This design comes from an exercise in tuning for small area, a short achievable clock period and few clock cycles on the open sky130 flow, not from production work.
At most, simulation tests tie the RTL to the original design; equivalence was not proved.
No functional check of the RTL was part of runs 1, 3, 4, 6 and 7.

==> design/flow/design.v <==
module circle_draw(xc,yc,rad,x,y,color,color_disp,CLK50,clearn,plot,wr,ready);
	input [7:0] xc;
	input [6:0] yc;
	input [5:0] rad;
	input CLK50,clearn,plot;
	input [2:0] color;
	output [7:0] x;
	output [6:0] y;
	output [2:0] color_disp;
	output wr;
	output ready;
	function [8:0] add8;
		input [7:0] p, q;
		input ci;
		integer i;
		reg c;
		begin
			c = ci;
			for (i = 0; i < 8; i = i + 1) begin
				add8[i] = p[i] ^ q[i] ^ c;
				c = (p[i] & q[i]) | (c & (p[i] ^ q[i]));
			end
			add8[8] = c;
		end
	endfunction
	localparam IDLE = 2'b00, CLR = 2'b01, SET = 2'b10, DRW = 2'b11;
	reg [1:0] m;
	reg rdy;
	reg [7:0] xo;
	reg [6:0] yo;
	reg [2:0] col;
	reg [5:0] a, b;
	reg [7:0] e;
	reg [2:0] ph;
	reg n1, n2, c3, c4;
	wire [5:0] r = (rad == 6'd0 || &rad[5:2]) ? 6'd59 : rad;
	wire a0 = (a == 6'd0);
	wire dec = ~e[7] | (&e[6:1]);
	wire [8:0] bma = add8({2'b0, b}, {2'b11, ~a}, 1'b1);
	wire done = ~bma[8];
	wire [5:0] xs = ph[2] ? b : a;
	wire [5:0] ys = ph[2] ? a : b;
	wire xneg = ph[1];
	wire yneg = ph[0];
	wire [8:0] gxs = {xc, 1'b1} + {{2{xneg}}, xs ^ {6{xneg}}, xneg};
	wire [7:0] gys = {yc, 1'b1} + {yneg, ys ^ {6{yneg}}, yneg};
	wire [7:0] gx = gxs[8:1];
	wire [6:0] gy = gys[7:1];
	wire [7:0] mask = {c4 & ~a0, c4, c3 & ~a0, c3, {2{~n2 & ~a0}}, {2{~n1}}};
	reg [2:0] nxt;
	reg more;
	integer k;
	always @(*) begin
		nxt = 3'd0;
		more = 1'b0;
		for (k = 7; k >= 0; k = k - 1)
			if (k > ph && mask[k]) begin
				nxt = k;
				more = 1'b1;
			end
	end
	wire set1 = (ph == 3'd1) & (gx == 8'd159);
	wire set2 = ((ph == 3'd3) | ((ph == 3'd1) & a0)) & (gx == 8'd0);
	wire xv = ~(xc[7] & (xc[6] | xc[5]));
	wire [7:0] q = {~xc[7:5] + 3'd5, ~xc[4:0]};    
	wire [8:0] qmb = add8(q, {2'b11, ~b}, 1'b1);
	wire [8:0] xmb = add8(xc, {2'b11, ~b}, 1'b1);
	wire v3 = ~xv | qmb[8];
	wire v4 = ~xv | xmb[8];
	wire [8:0] ai = add8({2'b0, a}, 8'd0, 1'b1);
	wire [8:0] bd = add8({2'b0, b}, 8'hff, 1'b0);
	wire [7:0] t1 = {1'b0, ai[5:0], 1'b1};
	wire [7:0] t2 = dec ? {1'b1, ~bd[5:0], 1'b1} : 8'd0;
	wire [7:0] cs_s = e ^ t1 ^ t2;
	wire [7:0] cs_c = (e & t1) | (e & t2) | (t1 & t2);
	wire [7:0] en = cs_s + {cs_c[6:0], dec};
	wire lfb = ~(yo[6] ^ yo[5]);
	wire clr_end = ({yo, xo} == 15'h4000);
	always @(posedge CLK50 or negedge clearn)
	begin
		if (!clearn) begin
			m <= CLR;
			rdy <= 1'b0;
			xo <= 8'd0;
			yo <= 7'd0;
			col <= 3'd0;
		end else begin
			case (m)
			CLR: begin
				if (clr_end) begin
					m <= IDLE;
					rdy <= 1'b1;
				end
			end
			IDLE: begin
				if (plot) begin
					m <= SET;
					rdy <= 1'b0;
				end
			end
			SET: begin
				m <= DRW;
				end
			default: if (done) begin
				m <= IDLE;
				rdy <= 1'b1;
			end
			endcase
			if (m == CLR) begin
				xo <= {xo[6:0], lfb};
				yo <= {yo[5:0], xo[7]};
				col <= 3'd0;
			end else begin
				xo <= gx;
				yo <= gy;
				col <= color;
			end
		end
	end
	always @(posedge CLK50)
	begin
		c3 <= v3;
		c4 <= v4;
		if (m == IDLE) begin
			a <= 6'd0;
			b <= r;
			e <= {2'b11, ~r};
			ph <= 3'd0;
			n1 <= 1'b0;
			n2 <= 1'b0;
		end else begin
			if (set1) n1 <= 1'b1;
			if (set2) n2 <= 1'b1;
			if (more)
				ph <= nxt;
			else begin
				ph <= n1 ? 3'd2 : 3'd0;
				a <= ai[5:0];
				if (dec) b <= bd[5:0];
				e <= en;
			end
		end
	end
	assign x = xo;
	assign y = yo;
	assign color_disp = col;
	assign wr = m[0];
	assign ready = rdy;
endmodule
==> design/flow/flow/run.sh <==
#!/bin/bash
# Standard synthesis, then the standard layout with plain buf_1 cells as the
# port buffers (the default pick is a slow delay buffer). Tool output goes
# to the logs below; each ORFS step also keeps its own log in orfs/logs.
set -euo pipefail
bash standard.sh synth > flow_synth.log 2>&1
bash standard.sh BUFFER_PORTS_ARGS="-buffer_cell sky130_fd_sc_hd__buf_1" finish > flow_layout.log 2>&1
==> design/flow/standard.sh <==
#!/bin/bash
# synth_recipe.tcl (not shown) runs the flow's synth.tcl, then flattens the netlist and writes it again
# the make line also repeats each setting of config.mk as NAME=value (left out here)
make -C /OpenROAD-flow-scripts/flow DESIGN_CONFIG=/design/flow/config.mk WORK_HOME=/design/flow/orfs CLKGATE_MAP_FILE= SYNTH_SCRIPT=/design/flow/synth_recipe.tcl "${@:-finish}"
==> design/flow/config.mk <==
export PLATFORM = sky130hd
export DESIGN_NAME = circle_draw
export DESIGN_NICKNAME = circle_draw
export VERILOG_FILES = /design/flow/design.v
export SDC_FILE = /design/flow/constraint.sdc
export NUM_CORES = 4
export LEC_CHECK = 0
export CAP_MARGIN = 20
export CORE_MARGIN = 2
export CORE_UTILIZATION = 40
export PLACE_DENSITY = 0.6
export SETUP_SLACK_MARGIN = 4.6
export SLEW_MARGIN = 20
==> design/flow/constraint.sdc <==
create_clock -name core_clock -period 7.0 [get_ports {CLK50}]
set_input_delay 1.4000 -clock core_clock [delete_from_list [all_inputs] [get_ports {CLK50}]]
set_output_delay 1.4000 -clock core_clock [all_outputs]
set_load 0.01 [all_outputs]
==> results of run 1 <==
[cell usage after synthesis (9+ instances only)]
library cell,number
a21o_1,9
a21oi_1,38
clkbuf_1,11
dfrtp_1,20
dfxtp_1,15
edfxtp_1,12
ha_1,44
inv_1,38
mux2i_1,13
nand2_1,35
nand3_1,12
nor2_1,26
nor3_1,10
o21ai_0,26
xnor2_1,25
xor2_1,10
[repair_timing]
action | 4_1_cts | 5_1_grt
pin swaps | 48 | 43
setup buffers | 33 | 12
setup endpoints to repair | 42 | 41
gates resized for setup | 71 | 49
[cell type report]
| type | count | share of cell area |
|---|---|---|
| Clock buffer | 6 | 0.0152 |
| Inverter | 38 | 0.0267 |
| Multi-Input combinational cell | 348 | 0.592 |
| Timing Repair Buffer | 92 | 0.113 |
| Clock inverter | 2 | 0.00230 |
| Sequential cell | 48 | 0.220 |
| Tap cell | 133 | 0.0306 |
[worst min-delay path: stages (launching register included)]
cell     delay (ns)
dfrtp_1        0.38
nand2_1        0.05
o21ai_0        0.06
[placed cells by master, fill, tap and decap left out, types with 4 or more instances in the layout]
cell type  instances
xor2_1             8
buf_1             34
nand4_1            5
buf_4             44
a21oi_1           31
o21a_1             4
buf_8              5
a21oi_2            7
edfxtp_1          12
nor3_1             9
fa_1               6
nand3_1            9
inv_1             31
mux2i_1           12
inv_2              6
ha_1              22
nor2_1            20
a21o_1             8
nand2b_1           5
xnor2_1           20
nor2_2             4
a31oi_1            4
xnor2_2            5
buf_6              6
dfxtp_1            9
ha_4              19
nand2_1           32
o21ai_2            5
dfrtp_1           20
clkbuf_8           6
o21ai_0           10
o21ai_1           11
dfxtp_2            4
[metal layers]
metal  vias up  wire length (um)  global-route usage
met5         -                 0                   0
li1       1773                 -                   -
met3        16               387              0.0315
met2        72              5270               0.347
met1      1669              4550               0.239
met4         0               191              0.0454
[cells by family (layout without fill, tap and decap cells)]
group | count (synthesis) | in the layout
AND/OR/NAND/NOR | 130 | 130
AO/OA/AOI/OAI | 115 | 115
buffers and inverters | 54 | 138
adder cells (fa/ha/maj) | 51 | 51
flip-flops | 48 | 48
XOR/XNOR | 35 | 35
multiplexers | 17 | 17
[final timing paths]
check / start / end / slack, ns / cells after the start
worst min-delay path: xo[0] / xo[1] / 0.52 / 2
worst max register to register: e[5] / e[7] / 4.06 / 12
worst min register to register: xo[0] / xo[1] / 0.52 / 2
worst max-delay path: e[5] / e[7] / 4.06 / 12
max in group asynchronous: clearn / m[0] / 5.60 / 1
min in group asynchronous: clearn / yo[5] / 1.05 / 1
[state kept, by name (all words and copies together) (netlist names)]
signal,count
c4,1
col,3
n2,1
b,6
m,2
a,6
e,8
rdy,1
yo,7
xo,8
n1,1
c3,1
ph,3
==> results_dict.tcl, run 1 <==
set metrics [dict create \
    dpl.cell_count 614 \
    grt_max_degree 23 \
    clock_skew_ns 0.00967 \
    clkTransAtPathRegs_ns 0.10 \
    die_area_sq_um 10800 \
    dp_slack_ns 3.72 \
    fin_area_sq_um 5450 \
    die-width_um 104 \
    drt-vias-per-instance 5.29 \
    finalHoldViolations 0 \
    dieHeight_um 104 \
    whs_ns 0.517 \
    synth_nets 528 \
    synth_top_family_by_area "compound AO/OA/AOI/OAI gates" \
    cts_tree "yes" \
    max_slew_margin 0.561 \
    htreeDepth 2 \
    min_path_type "flop to flop" \
    grt_pass1_vias 3560 \
    synth_edf_count 12 \
    finalWorstSetupSlack_ns 4.06 \
    final_util 0.560 \
    clkSinkCount 48 \
    synthArstFlopShare 0.438 \
    stdcell_count 667 \
    critPathSlowestCell "fa_1" \
    cp_cell_sequence "nand2_1 -> o21ai_2 -> inv_2 -> nor2_2 -> fa_1 -> ha_1 -> nand4_1 -> o221a_4 -> o211a_1 -> nor4_4 -> o21ai_1 -> o211ai_1" \
    n_antenna_cell 0 \
    syn2layout_area_growth_pct 36.6 \
    ys.flop_type "dfrtp_1" \
    rsz0062_at_grt "true" \
    cts_root_buf "clkbuf_8" \
    yosysSeqAreaShare 0.298 \
    n_fill_cell 875 \
    path_max_fanout 4 \
    crit_family "compound AO/OA/AOI/OAI gates" \
    wl_per_cell_um 15.6 \
    min_period_ns 2.94 \
    cpPeakStageDelay_ns 0.46 \
    place_hpwl_um 7630 \
    port_buffers 46 \
    dpl_cell_area_sq_um 4530 \
    synth_top_area_frac 0.138 \
    cts_buffer_depth 2 \
    grt.total_usage 0.192 \
    num_vias 3530 \
    start_kind "flop" \
    register_area_sq_um 1200 \
    synth_compound_area_frac 0.184 \
    worstSkewPairLatency_ns 0.30 \
    drive_above_1_share 0.322 \
    drcViolationCount 0 \
    ios 47 \
    drv_slew 0 \
    syn_avg_cell_area_sq_um 8.86 \
    worstSetupPathType "flop to flop" \
    required_ns 7.23 \
    routed_wl_um 10400 \
    drt_iter0_drc 71 \
    synthAdderAreaFrac 0.173 \
    ant_nets 0 \
    core.rowCount 36 \
    arrival_ns 3.17 \
    status "no timing/DRC/antenna violations" \
    place.gp.congestion 0.841 \
    start_util 0.410 \
    tightestPinTransition_ns 0.656 \
    antenna_found_initial 0 \
    core_area_sq_um 9730 \
    synthMuxAreaShare 0.0477 \
    grt_first_pass_wirelength_um 16900 \
    fmax_mhz 340 \
    synthesis.area_sq_um 3990 \
    finalSetupTns_ns 0 \
    setup_viol 0 \
    fin_nets 611 \
    ys_top_cells_by_area "ha_1 14%, dfrtp_1 13%, edfxtp_1 9.0%" \
    numCtsBuffers 5 \
    syn_inst 450 \
    drt-pass1-iter-count 4 \
    ys_seq_elements 48 \
    synth_cell_type_count 61 \
    yosysWarnings 1 \
    crit_buf_inv 1 \
    max_cap_violations 0 \
    overflow 0 \
    fin_crit_sh 0.420 \
    synth_xor_xnor_area_share 0.0769 \
    synth-simple-area-share 0.166 \
    cts_hold_buf 0 \
    multi_input_area_sq_um 3220 \
    cp-end-kind "flop" \
    synth.largest_area_cell "ha_1" \
]
==> run 2: changes to the inputs <==
--- a/design/flow/design.v
+++ b/design/flow/design.v
@@ -89,2 +89,4 @@
 			CLR: begin
+				xo <= {xo[6:0], lfb};
+				yo <= {yo[5:0], xo[7]};
 				if (clr_end) begin
@@ -95,2 +97,3 @@
 			IDLE: begin
+				col <= color;
 				if (plot) begin
@@ -108,10 +111,5 @@
 			endcase
-			if (m == CLR) begin
-				xo <= {xo[6:0], lfb};
-				yo <= {yo[5:0], xo[7]};
-				col <= 3'd0;
-			end else begin
+			if (m[1]) begin
 				xo <= gx;
 				yo <= gy;
-				col <= color;
 			end
@@ -130,3 +128,3 @@
 			n2 <= 1'b0;
-		end else begin
+		end else if (m[1]) begin
 			if (set1) n1 <= 1'b1;
@@ -136,3 +134,3 @@
 			else begin
-				ph <= n1 ? 3'd2 : 3'd0;
+				ph <= (n1 | set1) ? 3'd2 : 3'd0;
 				a <= ai[5:0];
--- a/design/flow/config.mk
+++ b/design/flow/config.mk
@@ -11,3 +11,3 @@
 export PLACE_DENSITY = 0.6
-export SETUP_SLACK_MARGIN = 4.6
+export SETUP_SLACK_MARGIN = 4.0
 export SLEW_MARGIN = 20
==> run 2 against run 1 <==
  * Still clean
  * Area after synthesis up 5.2%
  * Fmax down 1.8%
  * Core utilization down 6.7 points
  * Setup slack worse by 0.055 ns
  * Largest cell class unchanged
==> results_dict.tcl, run 2 <==
set metrics [dict create \
    status "no timing/DRC/antenna violations" \
    finalSetupTns_ns 0 \
    synth_cell_type_count 63 \
    grt_max_degree 33 \
    min_period_ns 3.00 \
    final_cell_mix "44 x buf_1, 38 x inv_1, 38 x nor2_1" \
    drive_above_1_share 0.180 \
    rr_worst_depth 13 \
    syn_avg_cell_area_sq_um 8.89 \
    ys.flop_type "dfrtp_1" \
    yosysWarnings 1 \
    multi_input_area_sq_um 3080 \
    ys_top_cells_by_area "ha_1 15%, dfrtp_1 12%, edfxtp_1 8.6%" \
    clock_skew_ns 0.0133 \
    min_path_type "flop to flop" \
    clkSinkCount 48 \
    drt-vias-per-instance 5.31 \
    cp-end-kind "flop" \
    antenna_found_initial 0 \
    dpl_cell_area_sq_um 4530 \
    drt-pass1-iter-count 4 \
    final_common_cell "buf_1" \
    core_area_sq_um 10200 \
    place_hpwl_um 7930 \
    synth_nets 555 \
    n_antenna_cell 0 \
    synthesis.area_sq_um 4190 \
    place.gp.congestion 0.802 \
    worstSetupPathType "flop to flop" \
    r2r_setup_slack_ns 4.00 \
    fin_nets 610 \
    fin_crit_sh 0.428 \
    synth_edf_count 12 \
    tightestPinTransition_ns 1.02 \
    max_slew_margin 0.318 \
    path_max_fanout 4 \
    htreeDepth 2 \
    grt_first_pass_wirelength_um 16900 \
    register_area_sq_um 1200 \
    r2r_start "b[0]" \
    cts_buffer_depth 2 \
    syn_inst 472 \
    rsz0062_at_grt "true" \
    finalHoldViolations 0 \
    synth_common_cells "49 x ha_1, 43 x inv_1, 40 x nor2_1" \
    fin_area_sq_um 5040 \
    dieHeight_um 106 \
    wl_per_cell_um 15.7 \
    drcViolationCount 0 \
    cts_root_buf "clkbuf_8" \
    num_vias 3526 \
    port_buffers 46 \
    finalWorstSetupSlack_ns 4.00 \
    numCtsBuffers 5 \
    fmax_mhz 334 \
    synthArstFlopShare 0.438 \
    whs_path_depth 2 \
    core.rowCount 37 \
    arrival_ns 3.19 \
    ant_nets 0 \
    drv_slew 0 \
    worstSkewPairLatency_ns 0.31 \
    top_regs "e: 8 flops, xo: 8 flops, yo: 7 flops" \
    drt_iter0_drc 121 \
    die-width_um 106 \
    yosysSeqAreaShare 0.283 \
    synth_top_area_frac 0.146 \
    crit_start "b[0]" \
    n_fill_cell 989 \
    overflow 0 \
    ys_seq_elements 48 \
    die_area_sq_um 11300 \
    ios 47 \
    setup_viol 0 \
    cts_tree "yes" \
    routed_wl_um 10400 \
    required_ns 7.19 \
    grt.total_usage 0.188 \
    syn2layout_area_growth_pct 20.2 \
    start_util 0.410 \
    crit_end "e[7]" \
    clkTransAtPathRegs_ns 0.10 \
    yosysMostFrequentCell "ha_1" \
    dp_slack_ns 3.45 \
    max_cap_violations 0 \
    grt_pass1_vias 3465 \
    start_kind "flop" \
    synth.largest_area_cell "ha_1" \
    worstReg2RegEnd "e[7]" \
]
[run 2: changes by cell type after synthesis, moves of 3 or more]
cell,before,now
nor2b_1,6,3
a31oi_1,5,1
a21boi_0,4,1
mux2_2,2,6
ha_1,44,49
nand2_1,35,27
mux2i_1,13,27
nor3_1,10,6
inv_1,38,43
nor2_1,26,40
[run 2: worst min path at each step]
| stage | from | end | slack, ns |
|---|---|---|---|
| 2_1_floorplan | n2 | n2 | 0.43 |
| 3_3_place_gp | n2 | n2 | 0.45 |
| 3_5_place_dp | n2 | n2 | 0.46 |
| 4_1_cts | n2 | n2 | 0.48 |
| 5_1_grt | n2 | n2 | 0.51 |
| 6_report | n2 | n2 | 0.49 |
[run 2: per-stage QoR]
stage          instances  hold WS, ns   util
2_1_floorplan        472        0.434      -
3_5_place_dp         639        0.465  0.443
6_report             664        0.490  0.493
3_3_place_gp         639        0.454  0.443
4_1_cts              661        0.484  0.475
5_1_grt              664        0.513  0.493
[run 2: layer usage]
metal | vias up | share of wire | global-route usage
li1 | 1780 | - | -
met1 | 1673 | 0.45 | 0.250
met2 | 61 | 0.50 | 0.328
met3 | 12 | 0.039 | 0.0270
met4 | 0 | 0.010 | 0.0338
met5 | - | 0 | 0
[run 2: layout make-up]
type                       instances  share of cell area
inverter                          44              0.0333
multi-input combinational        363               0.610
clock inverter                     3             0.00844
clock buffer                       5              0.0136
timing repair buffer              65              0.0630
tap                              136              0.0337
sequential                        48               0.238
[run 2: timing repair]
item | CTS | global route
endpoints found under the setup margin | 30 | 11
hold buffers | 0 | 0
buffers inserted | 14 | 3
pin swaps | 20 | 20
gates cloned | 0 | 0
gates resized for setup | 31 | 32
[run 2: cells by family (layout without fill, tap and decap cells)]
logic type | count (synthesis) | after routing | share of synthesized area
and+or+nand+nor | 121 | 121 | 0.141
AOI/OAI and AO/OA | 115 | 115 | 0.173
adders and majority gates | 57 | 57 | 0.182
DFF | 48 | 48 | 0.283
xor gates and xnor gates | 35 | 35 | 0.0749
muxes | 35 | 35 | 0.0892
buffers and inverters | 61 | 117 | 0.0570
[run 2: critical path: stages, from the launching register on]
cell      delay [ns]
edfxtp_1        0.43
inv_2           0.10
ha_4            0.14
ha_4            0.13
ha_4            0.19
and2_4          0.14
fa_2            0.59
ha_4            0.23
a21oi_2         0.13
o211ai_1        0.11
a21oi_2         0.20
xor2_2          0.19
mux2i_1         0.21
a21oi_1         0.08
Testbench counts of run 2, summed over its fixed seeds: cycles 78,871.
==> run 3: changes to the inputs <==
--- a/design/flow/design.v
+++ b/design/flow/design.v
@@ -35,2 +35,3 @@
 	reg n1, n2, c3, c4;
+	reg h, sd;
 	wire [5:0] r = (rad == 6'd0 || &rad[5:2]) ? 6'd59 : rad;
@@ -71,7 +72,7 @@
 	wire [8:0] bd = add8({2'b0, b}, 8'hff, 1'b0);
-	wire [7:0] t1 = {1'b0, ai[5:0], 1'b1};
-	wire [7:0] t2 = dec ? {1'b1, ~bd[5:0], 1'b1} : 8'd0;
+	wire [7:0] t1 = {1'b0, a, 1'b1};
+	wire [7:0] t2 = sd ? {1'b1, ~b, 1'b1} : 8'd0;
 	wire [7:0] cs_s = e ^ t1 ^ t2;
 	wire [7:0] cs_c = (e & t1) | (e & t2) | (t1 & t2);
-	wire [7:0] en = cs_s + {cs_c[6:0], dec};
+	wire [7:0] en = cs_s + {cs_c[6:0], sd};
 	wire lfb = ~(yo[6] ^ yo[5]);
@@ -89,4 +90,2 @@
 			CLR: begin
-				xo <= {xo[6:0], lfb};
-				yo <= {yo[5:0], xo[7]};
 				if (clr_end) begin
@@ -97,3 +96,2 @@
 			IDLE: begin
-				col <= color;
 				if (plot) begin
@@ -111,5 +109,10 @@
 			endcase
-			if (m[1]) begin
+			if (m == CLR) begin
+				xo <= {xo[6:0], lfb};
+				yo <= {yo[5:0], xo[7]};
+				col <= 3'd0;
+			end else begin
 				xo <= gx;
 				yo <= gy;
+				col <= color;
 			end
@@ -128,3 +131,7 @@
 			n2 <= 1'b0;
-		end else if (m[1]) begin
+			h <= 1'b0;
+		end else begin
+			h <= ~more;
+			sd <= dec;
+			if (h) e <= en;
 			if (set1) n1 <= 1'b1;
@@ -134,6 +141,5 @@
 			else begin
-				ph <= (n1 | set1) ? 3'd2 : 3'd0;
+				ph <= n1 ? 3'd2 : 3'd0;
 				a <= ai[5:0];
 				if (dec) b <= bd[5:0];
-				e <= en;
 			end
--- a/design/flow/config.mk
+++ b/design/flow/config.mk
@@ -11,3 +11,3 @@
 export PLACE_DENSITY = 0.6
-export SETUP_SLACK_MARGIN = 4.0
+export SETUP_SLACK_MARGIN = 3.7
 export SLEW_MARGIN = 20
==> run 3 against run 2 <==
  * Global-route usage decreased by 1.2 points
  * Register-to-register slack improved by 0.03 ns
  * Wire length is 15% lower
  * Critical endpoint is now n2
==> results_dict.tcl, run 3 <==
set metrics [dict create \
    use_met3 0.0312 \
    yosysSeqAreaShare 0.315 \
    numCtsBuffers 5 \
    setup_viol 0 \
    status "no timing/DRC/antenna violations" \
    min_path_type "flop to flop" \
    antenna_found_initial 0 \
    core_area_sq_um 9640 \
    routed_wl_um 8810 \
    start_kind "primary input" \
    grt_pass1_vias 3095 \
    synth_nets 517 \
    place.gp.congestion 0.855 \
    worstSkewPairLatency_ns 0.31 \
    ant_nets 0 \
    gr-max-usage-layer "met2" \
    rsz0062_at_grt "false" \
    top_regs "e: 8 flops, xo: 8 flops, yo: 7 flops" \
    place_hpwl_um 7020 \
    synth_cell_type_count 57 \
    cts_tree "yes" \
    crit_family "compound AO/OA/AOI/OAI gates" \
    ys_top_cells_by_area "ha_1 15%, dfrtp_1 13%, edfxtp_1 9.9%" \
    num_vias 3123 \
    clock_skew_ns 0.0135 \
    synth.largest_area_cell "ha_1" \
    synth_edf_count 13 \
    clkSinkCount 50 \
    finalSetupTns_ns 0 \
    syn2layout_area_growth_pct 10.8 \
    overflow 0 \
    cp-end-kind "flop" \
    final_cell_mix "46 x ha_1, 45 x buf_1, 44 x inv_1" \
    synth_top_area_frac 0.146 \
    syn_inst 437 \
    grt_max_degree 25 \
    drt-vias-per-instance 5.09 \
    final_util 0.452 \
    ys_seq_elements 50 \
    r2r_setup_slack_ns 4.03 \
    fin_crit_sh 0.448 \
    worstSetupPathType "primary input to flop" \
    arrival_ns 3.36 \
    ys.flop_type "dfrtp_1" \
    core.rowCount 36 \
    clkTransAtPathRegs_ns 0.10 \
    htreeDepth 2 \
    cts_buffer_depth 2 \
    drt_iter0_drc 75 \
    synthesis.area_sq_um 3930 \
    final_common_cell "ha_1" \
    critPathSlowestCell "ha_1" \
    met1_usage 0.222 \
    yosysWarnings 1 \
    fin_nets 560 \
    wl_per_cell_um 14.4 \
    drt-pass1-iter-count 4 \
    grt_first_pass_wirelength_um 14700 \
    ios 47 \
    cp_cell_sequence "buf_1 -> ha_1 -> a21o_1 -> or3_1 -> o21ai_0 -> or2_1 -> a22o_1 -> a31oi_2 -> o41ai_2" \
    syn_avg_cell_area_sq_um 8.99 \
    dieHeight_um 103 \
    crit_buf_inv 1 \
    start_util 0.408 \
    finalHoldViolations 0 \
    postCtsSetupBuffers 0 \
    grt_util_met2 0.313 \
    die-width_um 103 \
    synth_common_cells "46 x ha_1, 44 x inv_1, 43 x nor2_1" \
    drv_slew 0 \
    drcViolationCount 0 \
    min_period_ns 3.14 \
    required_ns 7.22 \
    tightestPinTransition_ns 0.741 \
    path_max_fanout 5 \
    die_area_sq_um 10600 \
    drive_above_1_share 0.0478 \
    max_slew_margin 0.506 \
    n_antenna_cell 0 \
    grt.total_usage 0.176 \
    cpPeakStageDelay_ns 0.36 \
    port_buffers 46 \
    yosysMostFrequentCell "ha_1" \
    cts_root_buf "clkbuf_8" \
    max_cap_violations 0 \
    synthArstFlopShare 0.420 \
    fmax_mhz 319 \
]
## run 3: cell types whose count changed after synthesis, moves of 5 or more
cell	previous run	this run
mux2i_1	27	16
o21ai_0	27	20
a21oi_1	36	30
mux2_2	6	0
nand3_1	10	4
xor2_1	9	14
## run 3: metrics by stage
| stage | hold WS (ns) | instances | setup WS (ns) | instance area (sq um) |
|---|---|---|---|---|
| 2_1_floorplan | 0.452 | 437 | 3.80 | 3930 |
| 3_3_place_gp | 0.481 | 606 | 3.63 | 4240 |
| 3_5_place_dp | 0.482 | 606 | 3.55 | 4240 |
| 4_1_cts | 0.507 | 614 | 3.70 | 4340 |
| 5_1_grt | 0.538 | 614 | 3.71 | 4350 |
| 6_report | 0.502 | 614 | 3.86 | 4350 |
## run 3: kinds of logic after synthesis
group                    after synthesis  share of synthesized area
XOR/XNOR                              40                     0.0892
AO/OA/AOI/OAI                        101                      0.170
adder cells (fa/ha/maj)               54                      0.185
multiplexers                          17                     0.0443
flip-flops                            50                      0.315
AND/OR/NAND/NOR                      119                      0.144
buffers and inverters                 56                     0.0535
## run 3: worst paths after layout
path | start | endpoint | depth (start not counted)
worst max-delay path | xc[2] | n2 | 9
worst min-delay path | n2 | n2 | 2
worst max register to register | ph[2] | n2 | 10
worst min register to register | n2 | n2 | 2
max in group asynchronous | clearn | m[0] | 1
min in group asynchronous | clearn | xo[2] | 1
## run 3: final cells by class
| cell class | instances | area [sq um] |
|---|---|---|
| Clock buffer | 7 | 97.6 |
| Clock inverter | 1 | 8.76 |
| Fill cell | 983 | 5290 |
| Inverter | 44 | 165 |
| Multi-Input combinational cell | 331 | 2490 |
| Sequential cell | 50 | 1240 |
| Tap cell | 133 | 166 |
| Timing Repair Buffer | 48 | 189 |
## run 3: worst register-to-register path: cells and delay by family, from the launching register on
family	cells	cell delay (ns)
compound gates	5	0.99
flops	1	0.66
simple gates	2	0.50
mux	1	0.30
fa+ha+maj	1	0.30
xor+xnor	1	0.16
## run 3: timing repair
| item | 4_1_cts | 5_1_grt |
|---|---|---|
| hold buffers | 0 | 0 |
| gates resized for setup | 0 | 2 |
| hold endpoints to repair | 0 | 0 |
| setup endpoints to repair | 0 | 6 |
## run 3: layer usage
layer | vias up | share of wire | wire (um)
met2 | 59 | 0.48 | 4240
li1 | 1604 | - | -
met3 | 10 | 0.043 | 380
met1 | 1450 | 0.46 | 4090
met5 | - | 0 | 0
met4 | 0 | 0.012 | 108
==> run 4: changes to the inputs <==
--- a/design/flow/config.mk
+++ b/design/flow/config.mk
@@ -11,3 +11,3 @@
 export PLACE_DENSITY = 0.6
-export SETUP_SLACK_MARGIN = 3.7
+export SETUP_SLACK_MARGIN = 4.0
 export SLEW_MARGIN = 20
==> run 4 against run 3 <==
  * Wire length decreased by 0.17%
  * Largest cell class unchanged
  * Setup slack improved by 0.17 ns
  * Synthesized cell count unchanged
  * Still clean on timing, DRC and antenna
  * Critical path type unchanged
  * Clock-buffer cell count unchanged
  * Highest routed layer unchanged
  * Clock skew decreased by 0.0017 ns
==> results_dict.tcl, run 4 <==
set metrics [dict create \
    grt.total_usage 0.171 \
    die-width_um 103 \
    place.gp.congestion 0.789 \
    grt_max_degree 25 \
    required_ns 7.18 \
    synthArstFlopShare 0.420 \
    cts_root_buf "clkbuf_8" \
    final_util 0.464 \
    drcViolationCount 0 \
    syn2layout_area_growth_pct 13.8 \
    core_area_sq_um 9640 \
    grt_pass1_vias 2974 \
    clkTransAtPathRegs_ns 0.09 \
    syn_avg_cell_area_sq_um 8.99 \
    fin_crit_sh 0.424 \
    status "no timing/DRC/antenna violations" \
    dpl_cell_area_sq_um 4290 \
    core.rowCount 36 \
    overflow 0 \
    die_area_sq_um 10600 \
    synth_common_cells "46 x ha_1, 44 x inv_1, 43 x nor2_1" \
    clkSinkCount 50 \
    setup_viol 0 \
    finalSetupTns_ns 0 \
    drt-vias-per-instance 5.02 \
    numCtsBuffers 5 \
    synth-simple-area-share 0.144 \
    synth_top_family_by_area "adder cells" \
    cp-end-kind "flop" \
    worstSkewPairLatency_ns 0.30 \
    num_vias 3104 \
    start_util 0.408 \
    final_cell_mix "44 x inv_1, 43 x nor2_1, 41 x ha_1" \
    max_slew_margin 0.485 \
    routed_wl_um 8800 \
    min_path_type "flop to flop" \
    arrival_ns 3.15 \
    min_period_ns 2.97 \
    n_fill_cell 961 \
    n_antenna_cell 0 \
    synth_nets 517 \
    wl_per_cell_um 14.2 \
    synthesis.area_sq_um 3930 \
    synthMuxAreaShare 0.0443 \
    stdcell_count 618 \
    port_buffers 46 \
    synth_cell_type_count 57 \
    grt_first_pass_wirelength_um 14300 \
    cts_buffer_depth 2 \
    max_cap_violations 0 \
    drive_above_1_share 0.0887 \
    yosysWarnings 1 \
    rsz0062_at_grt "true" \
    top_regs "e: 8 flops, xo: 8 flops, yo: 7 flops" \
    cts_tree "yes" \
    dpl.cell_count 605 \
    place_hpwl_um 6860 \
    start_kind "primary input" \
    fin_nets 564 \
    clock_skew_ns 0.0118 \
    tightestPinTransition_ns 0.772 \
    htreeDepth 2 \
    dieHeight_um 103 \
    worstSetupPathType "primary input to flop" \
    synth_compound_area_frac 0.170 \
    synthAdderAreaFrac 0.185 \
    synth_top_area_frac 0.146 \
    final_common_cell "inv_1" \
    finalHoldViolations 0 \
    fmax_mhz 337 \
    path_max_fanout 4 \
    fin_area_sq_um 4470 \
    drv_slew 0 \
    ys_seq_elements 50 \
    yosysMostFrequentCell "ha_1" \
    drt-pass1-iter-count 4 \
    syn_inst 437 \
    ys_top_cells_by_area "ha_1 15%, dfrtp_1 13%, edfxtp_1 9.9%" \
    ant_nets 0 \
    drt_iter0_drc 115 \
    synth_edf_count 13 \
    antenna_found_initial 0 \
    synth.largest_area_cell "ha_1" \
    ios 47 \
    ys.flop_type "dfrtp_1" \
    synth_xor_xnor_area_share 0.0892 \
    cts_hold_buf 0 \
    yosysSeqAreaShare 0.315 \
]
-- run 4: cell count changes in the layout (fill, tap and decap cells not counted), sizes merged --
cell	delta
inv	+1
clkinv	-1
clkbuf	+4
-- run 4: cell families (layout without fill, tap and decap cells) --
group / Yosys count / in the layout
buffers and inverters: 56 / 104
adder cells (fa/ha/maj): 54 / 54
AND/OR/NAND/NOR: 119 / 119
AO/OA/AOI/OAI: 101 / 101
XOR/XNOR: 40 / 40
flip-flops: 50 / 50
multiplexers: 17 / 17
-- run 4: timing repair --
item | 4_1_cts | 5_1_grt
cloned | 0 | 0
pin swaps | 0 | 3
setup endpoints to repair | 6 | 12
buffers inserted | 4 | 1
endpoints found under the hold margin | 0 | 0
gates resized for setup | 2 | 11
-- run 4: cell type report --
class                           instances  area (sq um)  area share
Multi-Input combinational cell        331          2570       0.574
Sequential cell                        50          1240       0.278
Timing Repair Buffer                   52           225      0.0504
Tap cell                              133           166      0.0372
Inverter                               44           165      0.0369
Clock buffer                            7          97.6      0.0218
Clock inverter                          1          6.26     0.00140
-- run 4: worst paths after layout --
path	from	end	slack [ns]	depth (start not counted)
max in group asynchronous	clearn	m[0]	5.60	1
setup reg to reg	ph[2]	n2	4.22	10
hold reg to reg	n2	n2	0.52	2
min in group asynchronous	clearn	col[1]	1.04	1
hold / removal	n2	n2	0.52	2
setup / recovery	xc[3]	n2	4.03	9
-- run 4: routing by layer --
layer / track usage / share of wire
met1: 0.228 / 0.49
met3: 0.0244 / 0.032
met2: 0.302 / 0.48
met4: 0.0213 / 0.0020
met5: 0 / 0
-- run 4: critical path, stage by stage --
cell and delay (ns):
buf_2 0.13, ha_4 0.25, o21a_1 0.17, or2_2 0.29, o311a_4 0.15, or2_1 0.24
a22o_1 0.21, a31oi_2 0.22, o41ai_2 0.08
-- run 4: metrics by stage --
step / setup slack [ns] / hold slack [ns]
after floorplan: 4.00 / 0.452
after global placement: 3.74 / 0.494
after detailed placement: 3.66 / 0.498
after CTS: 4.02 / 0.519
after global routing: 3.98 / 0.538
final: 4.03 / 0.516
==> run 5: changes to the inputs <==
--- a/design/flow/design.v
+++ b/design/flow/design.v
@@ -36,2 +36,3 @@
 	reg h, sd;
+	reg qx1, qx2;
 	wire [5:0] r = (rad == 6'd0 || &rad[5:2]) ? 6'd59 : rad;
@@ -62,4 +63,4 @@
 	end
-	wire set1 = (ph == 3'd1) & (gx == 8'd159);
-	wire set2 = ((ph == 3'd3) | ((ph == 3'd1) & a0)) & (gx == 8'd0);
+	wire set1 = qx1 & (xo == 8'd159);
+	wire set2 = qx2 & (xo == 8'd0);
 	wire xv = ~(xc[7] & (xc[6] | xc[5]));
@@ -132,4 +133,8 @@
 			h <= 1'b0;
+			qx1 <= 1'b0;
+			qx2 <= 1'b0;
 		end else begin
 			h <= ~more;
+			qx1 <= (ph[2:1] == 2'd0);
+			qx2 <= (ph[2:1] == 2'd1) | ((ph[2:1] == 2'd0) & a0);
 			sd <= dec;
==> run 5 against run 4 <==
  * Hold slack lost 0.034 ns
  * Clock skew increased by 0.0022 ns
  * Critical endpoint is now e[7]
  * Critical path type is now flop to flop
  * Core utilization down 0.87 points
  * Critical path depth up 2
  * Sequential share of layout area grew 1.2 points
  * Synthesized cell count is 0.92% higher
  * Wire length grew 1.3%
  * First-iteration DRC count is 10% lower
==> results_dict.tcl, run 5 <==
set metrics [dict create \
    ant_nets 0 \
    status "no timing/DRC/antenna violations" \
    final_common_cell "ha_1" \
    grt.total_usage 0.172 \
    ios 47 \
    min_period_ns 2.86 \
    max_cap_violations 0 \
    fin_nets 569 \
    synth_top_family_by_area "adder cells" \
    rr_worst_depth 11 \
    crit_buf_inv 2 \
    core_area_sq_um 9680 \
    syn_avg_cell_area_sq_um 8.96 \
    setup_viol 0 \
    n_fill_cell 961 \
    syn2layout_area_growth_pct 11.6 \
    cpPeakStageDelay_ns 0.55 \
    synth_compound_area_frac 0.152 \
    place.gp.congestion 0.896 \
    cts_buffer_depth 2 \
    r2r_start "sd" \
    yosysWarnings 1 \
    start_kind "flop" \
    min_path_type "flop to flop" \
    core.rowCount 36 \
    die-width_um 103 \
    fin_crit_sh 0.409 \
    ys_seq_elements 52 \
    synth_edf_count 13 \
    whs_path_depth 2 \
    ys.flop_type "dfrtp_1" \
    multi_input_area_sq_um 2450 \
    synthMuxAreaShare 0.0513 \
    synth_top_area_frac 0.146 \
    synth_nets 521 \
    min_to "e[6]" \
    drive_above_1_share 0.0571 \
    finalSetupTns_ns 0 \
    syn_inst 441 \
    rsz0062_at_grt "false" \
    worstReg2RegEnd "e[7]" \
    yosysSeqAreaShare 0.323 \
    drv_slew 0 \
    synth_common_cells "46 x ha_1, 44 x inv_1, 41 x nor2_1" \
    clkSinkCount 52 \
    synth_xor_xnor_area_share 0.0864 \
    max_slew_margin 0.406 \
    drcViolationCount 0 \
    path_max_fanout 9 \
    wl_per_cell_um 14.3 \
    start_util 0.408 \
    synthAdderAreaFrac 0.181 \
    port_buffers 46 \
    synth-simple-area-share 0.148 \
    synthesis.area_sq_um 3950 \
    num_vias 3157 \
    cp-end-kind "flop" \
    synth_cell_type_count 53 \
    required_ns 7.19 \
    drt_iter0_drc 103 \
    antenna_found_initial 0 \
    yosysMostFrequentCell "ha_1" \
    synth.largest_area_cell "ha_1" \
    die_area_sq_um 10700 \
    register_area_sq_um 1280 \
    grt_pass1_vias 2979 \
    ys_top_cells_by_area "ha_1 15%, dfrtp_1 13%, edfxtp_1 9.9%" \
    clock_skew_ns 0.0140 \
    critPathSlowestCell "edfxtp_1" \
    numCtsBuffers 5 \
    tightestPinTransition_ns 0.890 \
    drt-pass1-iter-count 4 \
    n_antenna_cell 0 \
    top_regs "e: 8 flops, xo: 8 flops, yo: 7 flops" \
    clkTransAtPathRegs_ns 0.09 \
    crit_family "adder cells" \
    cp_cell_sequence "buf_4 -> nand2_1 -> fa_1 -> inv_1 -> ha_1 -> nand3_1 -> o211ai_1 -> o41ai_2 -> xnor2_1 -> o21ai_0 -> or3b_1" \
    dpl_cell_area_sq_um 4240 \
    drt-vias-per-instance 5.07 \
    cts_root_buf "clkbuf_8" \
    synthArstFlopShare 0.404 \
    hp-start "e[6]" \
    r2r_setup_slack_ns 4.14 \
    grt_max_degree 23 \
    fin_area_sq_um 4410 \
    arrival_ns 3.06 \
    htreeDepth 2 \
    overflow 0 \
    worstSkewPairLatency_ns 0.31 \
    fmax_mhz 349 \
    place_hpwl_um 6930 \
    routed_wl_um 8910 \
    dieHeight_um 103 \
    final_cell_mix "46 x ha_1, 45 x buf_1, 44 x inv_1" \
    grt_first_pass_wirelength_um 14500 \
    finalHoldViolations 0 \
    cts_tree "yes" \
    worstSetupPathType "flop to flop" \
]
==> run 5: layout make-up <==
class	count	area share
clock inverter	1	0.00199
clock buffer	7	0.0221
sequential	52	0.290
timing repair buffer	54	0.0531
tap	133	0.0378
inverter	45	0.0383
multi-input combinational	331	0.556
==> run 5: metal layers <==
layer  vias to the layer above  share of wire  track usage
li1                       1617              -            -
met1                      1461           0.48        0.237
met2                        67           0.46        0.282
met3                        12          0.043       0.0323
met4                         0          0.014       0.0374
met5                         -              0            0
==> run 5: metrics by stage <==
step / std cells / setup slack (ns) / hold WS, ns / utilization
3_3_place_gp: 608 / 4.01 / 0.442 / 0.438
5_1_grt: 623 / 3.97 / 0.530 / 0.455
3_5_place_dp: 608 / 3.97 / 0.446 / 0.438
4_1_cts: 616 / 4.01 / 0.481 / 0.449
2_1_floorplan: 441 / 4.20 / 0.433 / -
6_report: 623 / 4.14 / 0.482 / 0.455
==> run 5: cell families after synthesis <==
family | after synthesis
muxes | 20
xor gates and xnor gates | 39
AOI/OAI and AO/OA | 98
and+or+nand+nor | 121
DFF | 52
buffers and inverters | 58
adders and majority gates | 53
==> run 5: how the worst max path moves through the flow <==
stage          start     to  slack (ns)  cells after the start
3_3_place_gp   xc[0]  xo[6]        4.01                      8
4_1_cts           sd   e[7]        4.01                     10
2_1_floorplan     sd   e[7]        4.20                     11
6_report          sd   e[7]        4.14                     11
5_1_grt           sd   e[7]        3.97                     10
3_5_place_dp   xc[0]  xo[6]        3.97                      8
==> run 5: what timing repair did <==
item | 4_1_cts | 5_1_grt
buffers inserted | 0 | 7
resized for setup | 1 | 2
hold buffers | 0 | 0
endpoints found under the setup margin | 3 | 1
cloned | 0 | 0
==> run 5: tightest hold or removal path: stages, from the launching register on <==
cell	delay [ns]
dfxtp_1	0.34
a21oi_1	0.06
o21ai_0	0.06
Testbench counts of run 5, summed over its fixed seeds: cycles 78,871.
==> run 6: changes to the inputs <==
--- a/design/flow/design.v
+++ b/design/flow/design.v
@@ -35,4 +35,2 @@
 	reg n1, n2, c3, c4;
-	reg h, sd;
-	reg qx1, qx2;
 	wire [5:0] r = (rad == 6'd0 || &rad[5:2]) ? 6'd59 : rad;
@@ -63,4 +61,4 @@
 	end
-	wire set1 = qx1 & (xo == 8'd159);
-	wire set2 = qx2 & (xo == 8'd0);
+	wire set1 = (ph == 3'd1) & (gx == 8'd159);
+	wire set2 = ((ph == 3'd3) | ((ph == 3'd1) & a0)) & (gx == 8'd0);
 	wire xv = ~(xc[7] & (xc[6] | xc[5]));
@@ -74,6 +72,10 @@
 	wire [7:0] t1 = {1'b0, a, 1'b1};
-	wire [7:0] t2 = sd ? {1'b1, ~b, 1'b1} : 8'd0;
-	wire [7:0] cs_s = e ^ t1 ^ t2;
-	wire [7:0] cs_c = (e & t1) | (e & t2) | (t1 & t2);
-	wire [7:0] en = cs_s + {cs_c[6:0], sd};
+	wire [7:0] t2 = dec ? {1'b1, ~b, 1'b1} : 8'd0;
+	wire [2:0] t3 = {dec, ~dec, dec};
+	wire [7:0] s1 = e ^ t1 ^ t2;
+	wire [7:0] c1 = (e & t1) | (e & t2) | (t1 & t2);
+	wire [7:0] u = {c1[6:0], 1'b0};
+	wire [7:0] s2 = s1 ^ u ^ {5'd0, t3};
+	wire [7:0] c2 = (s1 & u) | ((s1 ^ u) & {5'd0, t3});
+	wire [7:0] en = s2 + {c2[6:0], 1'b0};
 	wire lfb = ~(yo[6] ^ yo[5]);
@@ -132,11 +134,3 @@
 			n2 <= 1'b0;
-			h <= 1'b0;
-			qx1 <= 1'b0;
-			qx2 <= 1'b0;
 		end else begin
-			h <= ~more;
-			qx1 <= (ph[2:1] == 2'd0);
-			qx2 <= (ph[2:1] == 2'd1) | ((ph[2:1] == 2'd0) & a0);
-			sd <= dec;
-			if (h) e <= en;
 			if (set1) n1 <= 1'b1;
@@ -149,2 +143,3 @@
 				if (dec) b <= bd[5:0];
+				e <= en;
 			end
==> run 6 against run 5 <==
  * Cell count is 5.3% higher
  * Via count rose by 8.4%
  * Largest cell class unchanged
  * Synthesized cell count grew 4.1%
  * Fmax down 25%
  * Wire length rose by 9.1%
  * Sequential share of layout area fell by 4.1 points
  * Critical path type unchanged
  * First-iteration DRC count grew 52%
==> results_dict.tcl, run 6 <==
set metrics [dict create \
    status "no timing/DRC/antenna violations" \
    whs_path_depth 2 \
    syn_avg_cell_area_sq_um 8.76 \
    ios 47 \
    register_area_sq_um 1190 \
    synth_cell_type_count 56 \
    place_hpwl_um 7330 \
    grt.total_usage 0.181 \
    drcViolationCount 0 \
    max_slew_margin 0.370 \
    syn2layout_area_growth_pct 18.7 \
    cp-end-kind "flop" \
    drt-vias-per-instance 5.22 \
    fin_area_sq_um 4770 \
    n_antenna_cell 0 \
    grt_max_degree 25 \
    drt-pass1-iter-count 5 \
    cts_root_buf "clkbuf_8" \
    wl_per_cell_um 14.8 \
    overflow 0 \
    whs_ns 0.493 \
    clkTransAtPathRegs_ns 0.09 \
    cts_buffer_depth 2 \
    clock_skew_ns 0.0102 \
    core.rowCount 36 \
    htreeDepth 2 \
    rr_worst_depth 18 \
    drive_above_1_share 0.140 \
    fmax_mhz 262 \
    min_path_type "flop to flop" \
    worstSkewPairLatency_ns 0.31 \
    num_vias 3422 \
    place.gp.congestion 0.830 \
    finalSetupTns_ns 0 \
    final_util 0.488 \
    final_cell_mix "46 x nor2_1, 45 x ha_1, 42 x inv_1, 42 x buf_1, 36 x nand2_1" \
    finalHoldViolations 0 \
    cts_hold_buf 0 \
    cts_tree "yes" \
    die_area_sq_um 10900 \
    dpl_cell_area_sq_um 4370 \
    drt_iter0_drc 157 \
    grt_first_pass_wirelength_um 16100 \
    clkSinkCount 48 \
    core_area_sq_um 9770 \
    tightestPinTransition_ns 0.943 \
    path_max_fanout 3 \
    numCtsBuffers 5 \
    start_util 0.412 \
    synth_edf_count 12 \
    dieHeight_um 104 \
    synth.largest_area_cell "ha_1" \
    yosysWarnings 1 \
    fin_crit_sh 0.545 \
    ys_top_cells_by_area "ha_1 15%, dfrtp_1 12%, edfxtp_1 9.0%" \
    port_buffers 46 \
    min_period_ns 3.81 \
    synth_nets 543 \
    synthArstFlopShare 0.438 \
    synthesis.area_sq_um 4020 \
    required_ns 7.19 \
    synth_top_area_frac 0.149 \
    drv_slew 0 \
    grt_pass1_vias 3340 \
    rsz0062_at_grt "true" \
    ant_nets 0 \
    worstSetupPathType "flop to flop" \
    multi_input_area_sq_um 2730 \
    start_kind "flop" \
    die-width_um 104 \
    max_cap_violations 0 \
    final_common_cell "nor2_1" \
    synth_common_cells "48 x ha_1, 48 x nor2_1, 45 x inv_1" \
    fin_nets 606 \
    ys.flop_type "dfrtp_1" \
    setup_viol 0 \
    syn_inst 459 \
    antenna_found_initial 0 \
    arrival_ns 4.00 \
    ys_seq_elements 48 \
    yosysSeqAreaShare 0.295 \
    n_fill_cell 951 \
    top_regs "e: 8 flops, xo: 8 flops, yo: 7 flops" \
    routed_wl_um 9720 \
]
## run 6: cell count changes after synthesis, sizes merged, moves of 3 or more
cell    before  now
nand3        7    3
a211oi       1    7
dfxtp       18   15
nand2       33   37
a21oi       36   29
xnor2       27   23
nor3        10    6
nor2b        3    7
nor4         2    6
o21a         0    4
nor2        42   48
a31oi        5    1
## run 6: cells by family (layout without fill, tap and decap cells)
family          count (synthesis)  in the layout  synth area share
xor+xnor                       33             33            0.0737
compound gates                102            102             0.163
buf+inv                        60            124            0.0575
mux                            20             20            0.0523
fa+ha+maj                      57             57             0.194
simple gates                  139            139             0.165
flops                          48             48             0.295
## run 6: final cells by class
type,instances,area share
multi-input combinational,351,0.572
clock inverter,2,0.00812
clock buffer,6,0.0173
timing repair buffer,71,0.0828
inverter,45,0.0354
tap,133,0.0349
sequential,48,0.250
## run 6: metrics by stage
stage,setup slack [ns],instances
finish,3.19,656
global route,3.02,656
CTS,3.30,650
detailed placement,2.98,625
global placement,3.10,625
floorplan,3.31,459
## run 6: worst paths after layout
kind	startpoint	endpoint	slack [ns]
max	e[2]	e[7]	3.19
min	n2	n2	0.49
max reg2reg	e[2]	e[7]	3.19
min reg2reg	n2	n2	0.49
max in group asynchronous	clearn	m[0]	5.59
min in group asynchronous	clearn	yo[6]	1.05
## run 6: what timing repair did
item                       CTS  global route
cloned                       0             0
setup endpoints to repair   13            10
buffers inserted            17             6
pin swaps                   14            15
resized for setup           14            20
## run 6: metal layers
| metal | global-route usage | wire, um | vias up |
|---|---|---|---|
| met5 | 0 | 0 | - |
| met4 | 0.0405 | 102 | 0 |
| met3 | 0.0294 | 331 | 11 |
| met2 | 0.302 | 4580 | 74 |
| met1 | 0.246 | 4710 | 1609 |
| li1 | - | - | 1728 |
## run 6: worst max-delay path: stages, from the launching register on
cell and delay [ns]:
edfxtp_1 0.41, nand4_1 0.18, o21ai_4 0.08, inv_2 0.09
nor2_4 0.04, fa_1 0.52, inv_2 0.05, fa_1 0.47
inv_1 0.07, ha_2 0.18, inv_2 0.04, fa_2 0.36
nor2b_2 0.16, o21a_1 0.20, o21ai_2 0.07, a211oi_2 0.29
mux2_4 0.33, o22ai_2 0.08, nand2_1 0.06
==> run 7: changes to the inputs <==
--- a/design/flow/design.v
+++ b/design/flow/design.v
@@ -25,2 +25,25 @@
 	endfunction
+	function [8:0] sk8;
+		input [7:0] p, q;
+		input ci;
+		integer i, l;
+		reg [7:0] g, t, gg, pp;
+		begin
+			g = p & q;
+			t = p ^ q;
+			g[0] = g[0] | (t[0] & ci);
+			gg = g;
+			pp = t;
+			for (l = 0; l < 3; l = l + 1)
+				for (i = 7; i >= 0; i = i - 1)
+					if ((i >> l) & 1) begin
+						gg[i] = gg[i] | (pp[i] & gg[((i >> l) << l) - 1]);
+						pp[i] = pp[i] & pp[((i >> l) << l) - 1];
+					end
+			sk8[0] = t[0] ^ ci;
+			for (i = 1; i < 8; i = i + 1)
+				sk8[i] = t[i] ^ gg[i - 1];
+			sk8[8] = gg[7];
+		end
+	endfunction
 	localparam IDLE = 2'b00, CLR = 2'b01, SET = 2'b10, DRW = 2'b11;
@@ -44,6 +67,6 @@
 	wire yneg = ph[0];
-	wire [8:0] gxs = {xc, 1'b1} + {{2{xneg}}, xs ^ {6{xneg}}, xneg};
-	wire [7:0] gys = {yc, 1'b1} + {yneg, ys ^ {6{yneg}}, yneg};
-	wire [7:0] gx = gxs[8:1];
-	wire [6:0] gy = gys[7:1];
+	wire [8:0] gxs = sk8(xc, {{2{xneg}}, xs ^ {6{xneg}}}, xneg);
+	wire [8:0] gys = sk8({1'b0, yc}, {1'b0, yneg, ys ^ {6{yneg}}}, yneg);
+	wire [7:0] gx = gxs[7:0];
+	wire [6:0] gy = gys[6:0];
 	wire [7:0] mask = {c4 & ~a0, c4, c3 & ~a0, c3, {2{~n2 & ~a0}}, {2{~n1}}};
@@ -71,11 +94,8 @@
 	wire [8:0] bd = add8({2'b0, b}, 8'hff, 1'b0);
-	wire [7:0] t1 = {1'b0, a, 1'b1};
-	wire [7:0] t2 = dec ? {1'b1, ~b, 1'b1} : 8'd0;
-	wire [2:0] t3 = {dec, ~dec, dec};
-	wire [7:0] s1 = e ^ t1 ^ t2;
-	wire [7:0] c1 = (e & t1) | (e & t2) | (t1 & t2);
-	wire [7:0] u = {c1[6:0], 1'b0};
-	wire [7:0] s2 = s1 ^ u ^ {5'd0, t3};
-	wire [7:0] c2 = (s1 & u) | ((s1 ^ u) & {5'd0, t3});
-	wire [7:0] en = s2 + {c2[6:0], 1'b0};
+	wire [7:0] t1 = {1'b0, ai[5:0], 1'b1};
+	wire [7:0] t2 = dec ? {1'b1, ~bd[5:0], 1'b1} : 8'd0;
+	wire [7:0] cs_s = e ^ t1 ^ t2;
+	wire [7:0] cs_c = (e & t1) | (e & t2) | (t1 & t2);
+	wire [8:0] ens = sk8(cs_s, {cs_c[6:0], 1'b0}, dec);
+	wire [7:0] en = ens[7:0];
 	wire lfb = ~(yo[6] ^ yo[5]);
@@ -93,2 +113,4 @@
 			CLR: begin
+				xo <= {xo[6:0], lfb};
+				yo <= {yo[5:0], xo[7]};
 				if (clr_end) begin
@@ -99,2 +121,3 @@
 			IDLE: begin
+				col <= color;
 				if (plot) begin
@@ -112,10 +135,5 @@
 			endcase
-			if (m == CLR) begin
-				xo <= {xo[6:0], lfb};
-				yo <= {yo[5:0], xo[7]};
-				col <= 3'd0;
-			end else begin
+			if (m[1]) begin
 				xo <= gx;
 				yo <= gy;
-				col <= color;
 			end
@@ -134,3 +152,3 @@
 			n2 <= 1'b0;
-		end else begin
+		end else if (m[1]) begin
 			if (set1) n1 <= 1'b1;
@@ -140,3 +158,3 @@
 			else begin
-				ph <= n1 ? 3'd2 : 3'd0;
+				ph <= (n1 | set1) ? 3'd2 : 3'd0;
 				a <= ai[5:0];
==> design/flow/run.sh (new file) <==
#!/bin/bash
# synth_recipe.tcl (not shown) runs the flow's synth.tcl, then flattens the netlist and writes it again
# the make line also repeats each setting of config.mk as NAME=value (left out here)
make -C /OpenROAD-flow-scripts/flow DESIGN_CONFIG=/design/flow/config.mk WORK_HOME=/design/flow/orfs CLKGATE_MAP_FILE= SYNTH_SCRIPT=/design/flow/synth_recipe.tcl finish
removed: design/flow/flow/run.sh
removed: design/flow/standard.sh
==> run 7 against run 6 <==
  * Still clean on timing, DRC and antenna
  * Core utilization increased by 3.7 points
  * Global-route usage increased by 0.69 points
  * Hold slack improved by 0.019 ns
  * Clock-buffer cell count unchanged
  * Area after synthesis increased by 0.62%
  * Die area increased by 0.61%
==> results_dict.tcl, run 7 <==
set metrics [dict create \
    routed_wl_um 9970 \
    finalHoldViolations 0 \
    fin_nets 588 \
    path_max_fanout 2 \
    min_path_type "flop to flop" \
    start_util 0.412 \
    num_vias 3332 \
    overflow 0 \
    htreeDepth 2 \
    start_kind "primary input" \
    synthAdderAreaFrac 0.207 \
    synth_edf_count 12 \
    tightestPinTransition_ns 0.994 \
    cp-end-kind "flop" \
    syn2layout_area_growth_pct 27.4 \
    fin_area_sq_um 5160 \
    drt-vias-per-instance 5.23 \
    fin_crit_sh 0.530 \
    synth_xor_xnor_area_share 0.0603 \
    worstSetupPathType "primary input to flop" \
    core_area_sq_um 9820 \
    top_regs "e: 8 flops, xo: 8 flops, yo: 7 flops" \
    required_ns 7.22 \
    register_area_sq_um 1200 \
    grt_max_degree 33 \
    fmax_mhz 269 \
    ys_top_cells_by_area "ha_1 13%, dfrtp_1 12%, edfxtp_1 8.9%" \
    cts_root_buf "clkbuf_8" \
    syn_avg_cell_area_sq_um 9.16 \
    n_fill_cell 929 \
    numCtsBuffers 5 \
    core.rowCount 36 \
    dpl_cell_area_sq_um 4690 \
    setup_viol 0 \
    grt_first_pass_wirelength_um 16700 \
    critPathSlowestCell "fa_1" \
    synth_nets 527 \
    grt.total_usage 0.188 \
    min_period_ns 3.71 \
    cp_cell_sequence "buf_8 -> mux2_4 -> fa_2 -> a21oi_2 -> nor2b_1 -> nor2_1 -> fa_1 -> nand4b_1 -> nor3b_2 -> nand3_1 -> o311a_1 -> a211oi_1" \
    drive_above_1_share 0.183 \
    yosysMostFrequentCell "inv_1" \
    yosysWarnings 1 \
    crit_family "adder cells" \
    syn_inst 442 \
    cts_hold_buf 0 \
    synth_top_family_by_area "adder cells" \
    status "no timing/DRC/antenna violations" \
    max_slew_margin 0.337 \
    ys_seq_elements 48 \
    ant_nets 0 \
    synthesis.area_sq_um 4050 \
    clock_skew_ns 0.00915 \
    worstSkewPairLatency_ns 0.31 \
    final_cell_mix "43 x inv_1, 38 x clkdlybuf4s50_1, 36 x nor2_1" \
    die-width_um 105 \
    antenna_found_initial 0 \
    yosysSeqAreaShare 0.293 \
    multi_input_area_sq_um 2870 \
    cts_tree "yes" \
    cts_buffer_depth 2 \
    synth_common_cells "49 x inv_1, 43 x ha_1, 38 x nor2_1" \
    synthMuxAreaShare 0.0708 \
    finalSetupTns_ns 0 \
    rsz0062_at_grt "true" \
    port_buffers 46 \
    place_hpwl_um 7410 \
    max_cap_violations 0 \
    place.gp.congestion 0.860 \
    drt-pass1-iter-count 4 \
    synth_cell_type_count 63 \
    drv_slew 0 \
    final_common_cell "inv_1" \
    clkTransAtPathRegs_ns 0.09 \
    wl_per_cell_um 15.6 \
    synth_top_area_frac 0.133 \
    arrival_ns 3.94 \
    die_area_sq_um 10900 \
    drcViolationCount 0 \
    drt_iter0_drc 110 \
    synth-simple-area-share 0.142 \
    n_antenna_cell 0 \
    ios 47 \
    clkSinkCount 48 \
    synthArstFlopShare 0.438 \
    dieHeight_um 105 \
    grt_pass1_vias 3376 \
    synth_compound_area_frac 0.163 \
    final_util 0.525 \
    cpPeakStageDelay_ns 0.43 \
    synth.largest_area_cell "ha_1" \
    crit_buf_inv 1 \
    ys.flop_type "dfrtp_1" \
]
-- run 7: cell types whose count changed after synthesis, sizes merged, moves of 5 or more --
cell / before / now
nand2: 37 / 27
nor2: 48 / 38
fa: 9 / 15
o211ai: 1 / 7
ha: 48 / 43
mux2i: 18 / 23
-- run 7: worst min-delay path, stage by stage (launching register included) --
cell,delay [ns]
dfxtp_1,0.33
nand2_1,0.06
o211ai_1,0.08
-- run 7: repair_timing --
action / 4_1_cts / 5_1_grt
cloned: 0 / 1
setup buffers: 16 / 6
endpoints found under the setup margin: 20 / 22
pin swaps: 27 / 19
resized for setup: 48 / 19
-- run 7: stage by stage --
| stage | instances | setup WS [ns] | hold WS, ns |
|---|---|---|---|
| 4_1_cts | 630 | 3.27 | 0.518 |
| 5_1_grt | 637 | 3.14 | 0.537 |
| 3_3_place_gp | 606 | 2.56 | 0.491 |
| 3_5_place_dp | 606 | 2.47 | 0.499 |
| 2_1_floorplan | 442 | 3.21 | 0.460 |
| 6_report | 637 | 3.29 | 0.512 |
-- run 7: routing by layer --
layer	GRT usage	wire length, um
met5	0	0
met4	0.0324	110
met3	0.0262	295
met2	0.335	5040
met1	0.246	4520
-- run 7: cell type report --
type | instances | share of cell area
clock buffers | 6 | 0.0141
clock inverters | 2 | 0.00679
inverters | 49 | 0.0369
multi-input cells | 329 | 0.556
flip-flops and latches | 48 | 0.232
well taps | 133 | 0.0323
repair buffers | 69 | 0.121
repair inverters | 1 | 0.000970
-- run 7: logic make-up after synthesis --
kind of cell	Yosys count
AO/OA/AOI/OAI	103
XOR/XNOR	27
adder cells (fa/ha/maj)	58
buffers and inverters	65
flip-flops	48
multiplexers	28
AND/OR/NAND/NOR	113
-- run 7: final timing paths --
kind,from,end,slack (ns),cells past startpoint
max,xc[0],ph[1],3.29,12
min in group asynchronous,clearn,yo[0],1.03,1
min reg2reg,e[6],e[6],0.51,2
max reg2reg,ph[2],ph[1],3.42,12
min,e[6],e[6],0.51,2
max in group asynchronous,clearn,m[1],5.58,1

## separate check: timing with driven ports
No port has a modelled driver above. Below, the same layouts with a new extraction and two added sets of constraints.
Step 1, drivers: a clkbuf_16 drives CLK50 and a buf_2 each remaining input, both assumed.
Step 2 adds t to the input delays and takes it off the output delays; t is the mean of the earliest and latest rising clock arrival at the registers after step 1. Input paths then give back, and output paths get back, about the clock's delay inside the block.
Slacks: ideal / step 1 / step 2; pairs: ideal / step 1.
run | t (ns) | setup slack, ns | hold WS [ns]
run 1 | 0.326 | 4.058 / 4.058 / 3.958 | 0.517 / 0.517 / 0.517
run 2 | 0.337 | 4.004 / 4.004 / 3.751 | 0.490 / 0.490 / 0.490
run 3 | 0.334 | 3.864 / 3.876 / 3.542 | 0.502 / 0.502 / 0.502
run 4 | 0.325 | 4.034 / 4.044 / 3.719 | 0.516 / 0.516 / 0.516
run 5 | 0.337 | 4.138 / 4.138 / 3.961 | 0.482 / 0.482 / 0.482
run 6 | 0.333 | 3.186 / 3.186 / 3.186 | 0.493 / 0.493 / 0.493
run 7 | 0.334 | 3.287 / 3.280 / 2.946 | 0.512 / 0.512 / 0.512
After both steps every run listed still meets setup and hold. The setup slack of run 7, which loses most, moves by -0.007 ns with the drivers and by -0.341 ns with both steps.
